What follows belongs to an exercise in optimizing a design on an open flow for small area; a production flow would make more cautious choices. Function was checked by simulation only, so behaviour that the tests miss may differ from the original. No activity file was given, so power comes from the tool's default toggle rates.

==> design/flow/design.v <==
`timescale 1ns / 1ps
module debouncer(    
    output reg clean,
    input button, clk
    );
 reg [2:0]count_val;
    wire max_val = &count_val;
    always @ (posedge clk)
        begin
            if (button == clean)
                count_val <= 0;
            else 
                count_val <= count_val + 4'd1;
                if (max_val) clean <= button;
        end    
endmodule
`timescale 1ns / 1ps
module vga_controller(
    input clk,   
    input reset,        
    output video_on,    
    output hsync,      
    output vsync,     
    output p_pixel,     
    output [9:0] x,     
    output [9:0] y     
    );
    parameter h_display = 640;              
    parameter h_front = 48;               
    parameter h_back = 16;               
    parameter h_retrace = 96;               
    parameter h_max = h_display + h_front + h_back + h_retrace - 1;  
    parameter v_display = 480;              
    parameter v_front = 10;               
    parameter v_back = 33;               
    parameter v_retrace = 2;                
    parameter v_max = v_display + v_front + v_back + v_retrace - 1;  
	reg  [1:0] r_25MHz;
	wire w_25MHz;
	always @(posedge clk or posedge reset)
		if(reset)
		  r_25MHz <= 0;
		else
		  r_25MHz <= r_25MHz + 1;
	assign w_25MHz = (r_25MHz == 0) ? 1 : 0;  
    reg [9:0] h_count_reg, h_count_next;
    reg [9:0] v_count_reg, v_count_next;
    reg v_sync_reg, h_sync_reg;
    wire v_sync_next, h_sync_next;
    always @(posedge clk or posedge reset)
        if(reset) begin
            v_count_reg <= 0;
            h_count_reg <= 0;
            v_sync_reg  <= 1'b0;
            h_sync_reg  <= 1'b0;
        end
        else begin
            v_count_reg <= v_count_next;
            h_count_reg <= h_count_next;
            v_sync_reg  <= v_sync_next;
            h_sync_reg  <= h_sync_next;
        end
    always @(posedge clk or posedge reset)
        if(reset) begin
            h_count_next <= 0;
            v_count_next <= 0;
        end
        else if(r_25MHz == 2'd3) begin
            if(h_count_next == h_max)                 
                h_count_next <= 0;
            else
                h_count_next <= h_count_next + 1;
            if(h_count_next == h_max)                 
                if((v_count_next == v_max))           
                    v_count_next <= 0;
                else
                    v_count_next <= v_count_next + 1;
        end
    assign h_sync_next = (h_count_reg >= (h_display+h_back) && h_count_reg <= (h_display+h_back+h_retrace-1));
    assign v_sync_next = (v_count_reg >= (v_display+v_back) && v_count_reg <= (v_display+v_back+v_retrace-1));
    assign video_on = (h_count_reg < h_display) && (v_count_reg < v_display);  
    assign hsync  = h_sync_reg;
    assign vsync  = v_sync_reg;
    assign x      = h_count_reg;
    assign y      = v_count_reg;
    assign p_pixel = w_25MHz;
endmodule
`timescale 1ns / 1ps
module pixel(
    input clk,  
    input reset,    
    input up,
    input down,
    input video_on,
    input [9:0] x,
    input [9:0] y,
    output reg [11:0] rgb,
    output reg [15:0] score_keep
    );
    parameter X_MAX = 639;
    parameter Y_MAX = 479;
    wire frame_refresh;
    assign frame_refresh = ((y == 481) && (x == 0)) ? 1 : 0; 
    parameter WALL_LEFT = 77;    
    parameter WALL_RIGHT = 84; 
    parameter PADDLE_LEFT = 620;
    parameter PADDLE_RIGHT = 624;    
    wire [9:0] paddle_top, paddle_bottom;
    parameter PADDLE_HEIGHT = 98;  
    reg [9:0] paddle_pos_reg, paddle_pos_next;
    parameter PADDLE_SPEED = 2;   
    reg [7:0] speed_counter;
    parameter BALL_DIMENSION = 12;  
    wire [9:0] ball_left, ball_right;    
    wire [9:0] ball_top, ball_bottom;
    reg [9:0] ball_pos_y_reg, ball_pos_x_reg;  
    wire [9:0] ball_pos_y_next, ball_pos_x_next;  
    reg signed [9:0] x_velocity_reg, x_velocity_next;  
    reg signed [9:0] y_velocity_reg, y_velocity_next;  
    parameter signed BALL_SPEED_POS = 2;  
    parameter signed BALL_SPEED_NEG = -2;
    wire [3:0] rom_address, ball_column;    
    reg [11:0] rom_data;              
    wire ball_pixel;                    
    always @(posedge clk or posedge reset)
        if(reset) begin
            paddle_pos_reg <= 0;
            ball_pos_x_reg <= 0;
            ball_pos_y_reg <= 0;
            x_velocity_reg <= 10'h002;
            y_velocity_reg <= 10'h002;
            speed_counter <= 0;   
            score_keep <= 16'b0000000000000000;
        end
        else begin
            paddle_pos_reg <= paddle_pos_next;
            ball_pos_x_reg <= ball_pos_x_next;
            ball_pos_y_reg <= ball_pos_y_next;
            x_velocity_reg <= x_velocity_next;
            y_velocity_reg <= y_velocity_next;
        if ((PADDLE_LEFT <= ball_right) && (ball_right <= PADDLE_RIGHT) &&
            (paddle_top <= ball_bottom) && (ball_top <= paddle_bottom) && (x_velocity_reg > 0)) begin
            speed_counter <= speed_counter + 1;
            score_keep <= score_keep + 16'b0000000000000001;
        end
        if (ball_right >= X_MAX) begin
            speed_counter <= 0;  
            score_keep <= 16'b0000000000000000;
        end
    end
    always @*
        case(rom_address)
            4'b0000 : rom_data = 12'b000111111000;  
            4'b0001 : rom_data = 12'b001111111100; 
            4'b0010 : rom_data = 12'b111111111111;
            4'b0011 : rom_data = 12'b111111111111;
            4'b0100 : rom_data = 12'b001111111100; 
            4'b0101 : rom_data = 12'b100011110001;
            4'b0110 : rom_data = 12'b110000000011;
            4'b0111 : rom_data = 12'b111111111111; 
            4'b1000 : rom_data = 12'b111111111111;
            4'b1001 : rom_data = 12'b001111111100;
            4'b1010 : rom_data = 12'b000111111000;
            default : rom_data = 12'b000000000000;
        endcase
    wire wall_active, paddle_active, square_ball_active, ball_active;
    wire [11:0] wall_color, paddle_color, ball_color, background_color;
    assign wall_active = ((WALL_LEFT <= x) && (x <= WALL_RIGHT)) ? 1 : 0;
    assign wall_color = 12'h111;       
    assign paddle_color = 12'h111;        
    assign ball_color = 12'h1FF;       
    assign background_color = 12'hCCC;        
    assign paddle_top = paddle_pos_reg;                              
    assign paddle_bottom = paddle_top + PADDLE_HEIGHT - 1;               
    assign paddle_active = (PADDLE_LEFT <= x) && (x <= PADDLE_RIGHT) &&      
                           (paddle_top <= y) && (y <= paddle_bottom);
    always @* begin
        paddle_pos_next = paddle_pos_reg;      
        if(frame_refresh)
            if(up & (paddle_top > PADDLE_SPEED))
                paddle_pos_next = paddle_pos_reg - PADDLE_SPEED;   
            else if(down & (paddle_bottom < (Y_MAX - PADDLE_SPEED)))
                paddle_pos_next = paddle_pos_reg + PADDLE_SPEED;   
    end
    assign ball_left = ball_pos_x_reg;
    assign ball_top = ball_pos_y_reg;
    assign ball_right = ball_left + BALL_DIMENSION - 1;
    assign ball_bottom = ball_top + BALL_DIMENSION - 1;
    assign square_ball_active = (ball_left <= x) && (x <= ball_right) &&
                                (ball_top <= y) && (y <= ball_bottom);
    assign rom_address = y[3:0] - ball_top[3:0];    
    assign ball_column = x[3:0] - ball_left[3:0];     
    assign ball_pixel = rom_data[ball_column];          
    assign ball_active = square_ball_active & ball_pixel;      
    assign ball_pos_x_next = (frame_refresh) ? ball_pos_x_reg + x_velocity_reg : ball_pos_x_reg;
    assign ball_pos_y_next = (frame_refresh) ? ball_pos_y_reg + y_velocity_reg : ball_pos_y_reg;
    always @* begin
        x_velocity_next = x_velocity_reg;
        y_velocity_next = y_velocity_reg;
        if(ball_top < 1) begin
            y_velocity_next = BALL_SPEED_POS;  
        end else if(ball_bottom > Y_MAX) begin
            y_velocity_next = BALL_SPEED_NEG;  
        end else if(ball_left <= WALL_RIGHT) begin
            x_velocity_next = BALL_SPEED_POS;  
            x_velocity_next = x_velocity_next + speed_counter;
        end else if ((PADDLE_LEFT <= ball_right) && (ball_right <= PADDLE_RIGHT) &&
             (paddle_top <= ball_bottom) && (ball_top <= paddle_bottom)) begin
            if (x_velocity_reg > 0) begin
                x_velocity_next = -(x_velocity_reg + speed_counter);
            end 
            y_velocity_next = y_velocity_reg;
        end
    end
    always @*
        if(~video_on)
            rgb = 12'h000;       
        else
            if(wall_active)
                rgb = wall_color;      
            else if(paddle_active)
                rgb = paddle_color;       
            else if(ball_active)
                rgb = ball_color;      
            else
                rgb = background_color;        
endmodule
`timescale 1ns / 1ps
module pong(
    input clk,       
    input reset,            
    input up,               
    input down,             
    output hsync,           
    output vsync,           
    output [11:0] rgb,
    output [15:0] score
    );
    wire wire_reset, w_up, w_down, w_vid_on, wire_pixel;
    wire [9:0] wire_x, wire_y;
    reg [11:0] reg_rgb;
    wire [11:0] wire_rgb;
    wire [15:0] wire_score;
    vga_controller vga(.clk(clk), .reset(wire_reset), .video_on(w_vid_on), .hsync(hsync), .vsync(vsync), .p_pixel(wire_pixel), .x(wire_x), .y(wire_y));
    pixel pix(.clk(clk), .reset(wire_reset), .up(w_up), .down(w_down), .video_on(w_vid_on), .x(wire_x), .y(wire_y), .rgb(wire_rgb), .score_keep(wire_score));
    debouncer dbright(.clk(clk), .button(reset), .clean(wire_reset));
    debouncer dbup(.clk(clk), .button(up), .clean(w_up));
    debouncer dbdown(.clk(clk), .button(down), .clean(w_down));
    always @(posedge clk)
        if(wire_pixel)
            reg_rgb <= wire_rgb;
    assign rgb = reg_rgb;
    assign score = wire_score;
endmodule
==> design/flow/run.sh <==
#!/bin/bash
# synth_recipe.tcl (not shown) runs the flow's synth.tcl, then flattens the netlist and writes it again
# the make line also repeats each setting of config.mk as NAME=value (left out here)
make -C /OpenROAD-flow-scripts/flow DESIGN_CONFIG=/design/flow/config.mk WORK_HOME=/design/flow/orfs CLKGATE_MAP_FILE= SYNTH_SCRIPT=/design/flow/synth_recipe.tcl finish
==> design/flow/config.mk <==
export PLATFORM = sky130hd
export DESIGN_NAME = pong
export DESIGN_NICKNAME = pong
export VERILOG_FILES = /design/flow/design.v
export SDC_FILE = /design/flow/constraint.sdc
export NUM_CORES = 4
export LEC_CHECK = 0
export CAP_MARGIN = 20
export CORE_MARGIN = 2
export CORE_UTILIZATION = 40
export SLEW_MARGIN = 20
==> design/flow/constraint.sdc <==
create_clock -name core_clock -period 10.0 [get_ports {clk}]
set_input_delay 2.0000 -clock core_clock [delete_from_list [all_inputs] [get_ports {clk}]]
set_output_delay 2.0000 -clock core_clock [all_outputs]
set_load 0.01 [all_outputs]
==> flow_summary.json <==
{
  "drv_slew": 0,
  "required_ps": 10330,
  "clk_path_buf_depth": 2,
  "seqPwrFrac_pct": 45.7,
  "regMostFlops": "pix.score_keep",
  "drive_above_1_share_pct": 5.28,
  "max-vdd-ir-drop_v": 0.0000691,
  "critPathCaptureType": "flip-flop",
  "portBuffers": 32,
  "vias": 7266,
  "rows": 55,
  "cts_tree": "done",
  "cp_max_fo": 9,
  "pwr-share-comb_pct": 0.6,
  "wl_per_cell_um": 16.2,
  "grt_pass1_wl_mm": 35.9,
  "grt_util_all_layers_pct": 18.6,
  "outcome": "timing/DRC/antenna clean",
  "power_density_nw_per_um2": 107,
  "cts_buffers": 17,
  "die_area_um2": 24400,
  "clock_power_share_pct": 53.7,
  "pre_cts_ws_ps": 6240,
  "fp.dieH_um": 156,
  "post_drt_via_cell_ratio": 5.48,
  "holdBufCountCts": 0,
  "dr.pass1.iters": 5,
  "setup_viol": 0,
  "synth.avg_cell_area_um2": 9.23,
  "nNetsFinal": 1175,
  "drt_iter0_markers": 574,
  "crit_type": "flip-flop to flip-flop",
  "core_um2": 22600,
  "hold_violations": 0,
  "grt_pass1_vias": 6845,
  "reg2regPathDepth": 12,
  "clock_latency_ps": 420,
  "max-cap-violations": 0,
  "cts_sinks": 123,
  "ctsResizeCount": 0,
  "synth_cell_types": 76,
  "grt_max_degree": 71,
  "fmax_mhz": 261,
  "finalSetupTns_ps": 0,
  "diodes": 0,
  "syn-instance-count": 1002,
  "power.net_switching_mw": 0.236,
  "fin_skew_ps": 12.2,
  "io_pins": 34,
  "dp_hpwl_mm": 16.2,
  "gr-total-overflow": 0,
  "synthArstFlopShare_pct": 87.0,
  "clkTransAtPathRegs_ps": 60,
  "ant_nets": 0,
  "start_kind": "flip-flop",
  "synth_nets": 1148,
  "finalCritPeriodShare_pct": 38.3,
  "root_buffer": "clkbuf_16",
  "post_cts_buffers": 0,
  "largest_reg_flops": 16,
  "finalWorstSetupSlack_ps": 6170,
  "ys_ff_latch": 123,
  "drt-total-wl_mm": 21.5,
  "syn_area_um2": 9250,
  "htree_num_levels": 4,
  "place.gp.congestion": 0.891,
  "yosysWarnings": 4,
  "whs_ps": 394,
  "ys.flop_type": "dfrtp_1",
  "max-slew-margin-rel_pct": 40.4,
  "synthToLayoutAreaGrowth_pct": 12.1,
  "start_util_pct": 40.9,
  "worst_pin_slew_ps": 894,
  "cell_internal_pwr_mw": 0.871,
  "synth_edf_count": 7,
  "cp.arrival_ps": 4160,
  "finalCriticalPeriod_ps": 3830,
  "hold_path_class": "flip-flop to asynchronous set/reset pin",
  "grt_setup_unrepaired": "no",
  "drc_errors": 0,
  "die_w_um": 156,
  "leakagePower_nw": 4.62,
  "antenna_found_initial": 0,
  "ys_seq_area_share_pct": 33.2,
  "swShare_pct": 21.3
}
## worst max-delay path: stages (launching register included)
cell	delay, ps
dfrtp_1	490
ha_1	320
o21ai_0	210
xor2_1	290
ha_1	300
a21oi_1	160
o22a_1	160
nand3_1	110
nor4_4	420
nand2_2	240
or4_4	640
o21ai_4	170
mux2i_1	240
## cell usage after synthesis, types with 7 or more instances
library cell | n | area, um2
ha_1 | 136 | 1700
dfrtp_1 | 106 | 2650
inv_1 | 91 | 342
nor2_1 | 74 | 278
nand2_1 | 63 | 236
xnor2_1 | 60 | 526
o21ai_0 | 53 | 265
a21oi_1 | 46 | 230
nand3_1 | 32 | 160
nand4_1 | 29 | 181
xor2_1 | 29 | 254
nor3_1 | 26 | 130
a21o_1 | 21 | 158
nor2b_1 | 16 | 100
nor4_1 | 15 | 93.8
clkbuf_1 | 12 | 45.0
nand2b_1 | 10 | 62.6
a211oi_1 | 9 | 67.6
a31oi_1 | 9 | 56.3
and2_1 | 9 | 56.3
dfxtp_1 | 9 | 180
buf_4 | 8 | 60.1
and3_1 | 7 | 43.8
edfxtp_1 | 7 | 210
## per-layer routing
metal  share of wire [%]  global-route usage (%)  wire length [um]  up-vias
met3                 4.5                    3.28               979       16
li1                    -                       -                 -     3610
met4                 1.1                    4.85               243        0
met1                  51                    27.9             11000     3475
met5                   0                       0                 0        -
met2                  43                    27.6              9260      165
## final timing paths
| kind | endpoint | slack (ps) | start |
|---|---|---|---|
| worst min register to register | vga.v_count_next[6] | 390 | dbright.clean |
| worst min-delay path | vga.v_count_next[6] | 390 | dbright.clean |
| worst max register to register | pix.x_velocity_reg[8] | 6170 | pix.ball_pos_y_reg[1] |
| worst max-delay path | pix.x_velocity_reg[8] | 6170 | pix.ball_pos_y_reg[1] |
| min in group core_clock | dbup.count_val[0] | 420 | dbup.count_val[0] |
| max in group asynchronous | pix.ball_pos_x_reg[1] | 8310 | dbright.clean |
## area by class of cell
type                       count  area [um2]
fill                        2123       12300
multi-input combinational    761        5690
sequential                   123        3070
clock buffer                  23         478
tap                          285         357
inverter                      91         344
timing repair buffer          35         343
clock inverter                 9        88.8
## cell usage in the layout, fill, tap and decap left out, types with 5 or more instances in the layout
cell               n
nor4_1            15
a21o_1            21
nand2b_1          10
o22ai_1            5
ha_1             136
mux2i_1            6
a31oi_1            8
and2_1             9
o31ai_1            5
nor2_1            74
or2_2              6
clkbuf_16         17
or4_1              5
nand4b_1           6
nor3_1            26
inv_1             90
xor2_1            29
edfxtp_1           7
dfrtp_1          106
nand4_1           29
a211oi_1           9
nand3_1           32
a21oi_1           46
and3_1             7
clkdlybuf4s50_1   32
o221a_1            6
fa_1               6
dfxtp_1            9
nand2_1           63
xnor2_1           60
nor2b_1           16
o21ai_0           53
## kinds of logic (layout without fill, tap and decap cells)
logic type / Yosys count / in the layout / share of synthesized area, %
AO/OA/AOI/OAI: 195 / 195 / 13.7
XOR/XNOR: 89 / 89 / 8.43
adder cells (fa/ha/maj): 142 / 142 / 19.7
buffers and inverters: 118 / 158 / 5.34
flip-flops: 123 / 123 / 33.2
multiplexers: 13 / 13 / 1.50
other: 1 / 1 / 0.0405
AND/OR/NAND/NOR: 321 / 321 / 18.1
## power by group through the flow
| stage | sequential, mW | clock [mW] | combinational (mW) |
|---|---|---|---|
| floorplan | 0.515 | 0 | 0.00453 |
| global placement | 0.515 | 0 | 0.00641 |
| detailed placement | 0.515 | 0 | 0.00660 |
| CTS | 0.506 | 0.605 | 0.00675 |
| global route | 0.506 | 0.630 | 0.00794 |
| finish | 0.506 | 0.594 | 0.00649 |
## per-stage QoR
stage               instance area (um2)  util [%]  power, mW  cells
detailed placement                 9810      43.3      0.522   1295
global placement                   9810      43.3      0.521   1295
finish                            10400      45.8       1.11   1327
CTS                               10400      45.8       1.12   1327
global route                      10400      45.8       1.14   1327
floorplan                          9250         -      0.519   1002

[re-timing with driven ports]
In the flow no input, the clock included, has a driving cell. The finished layout below was timed again as built, in two steps. Step 1 sets driving cells, clkbuf_16 on the clock port and buf_2 on the other inputs (assumed; they add their load-dependent delay and slew). Step 2 also shifts input and output timing later by t, the mid clock arrival at the registers, as if the neighbouring blocks saw the same clock. a / b / c = ideal ports / drivers / drivers and shift; a / b = the first two.
t, ns: 0.458
setup slack, ns: 6.171 / 6.171 / 6.171
clock arrival spread, ns: 0.013 / 0.013
worst slew at a driven data input, ns: 0.03
pins driven straight from the clock port: 1
After both steps setup and hold are still met in this run. For this run, drivers alone change the setup slack by 0.000 ns; drivers and shift together by 0.000 ns.
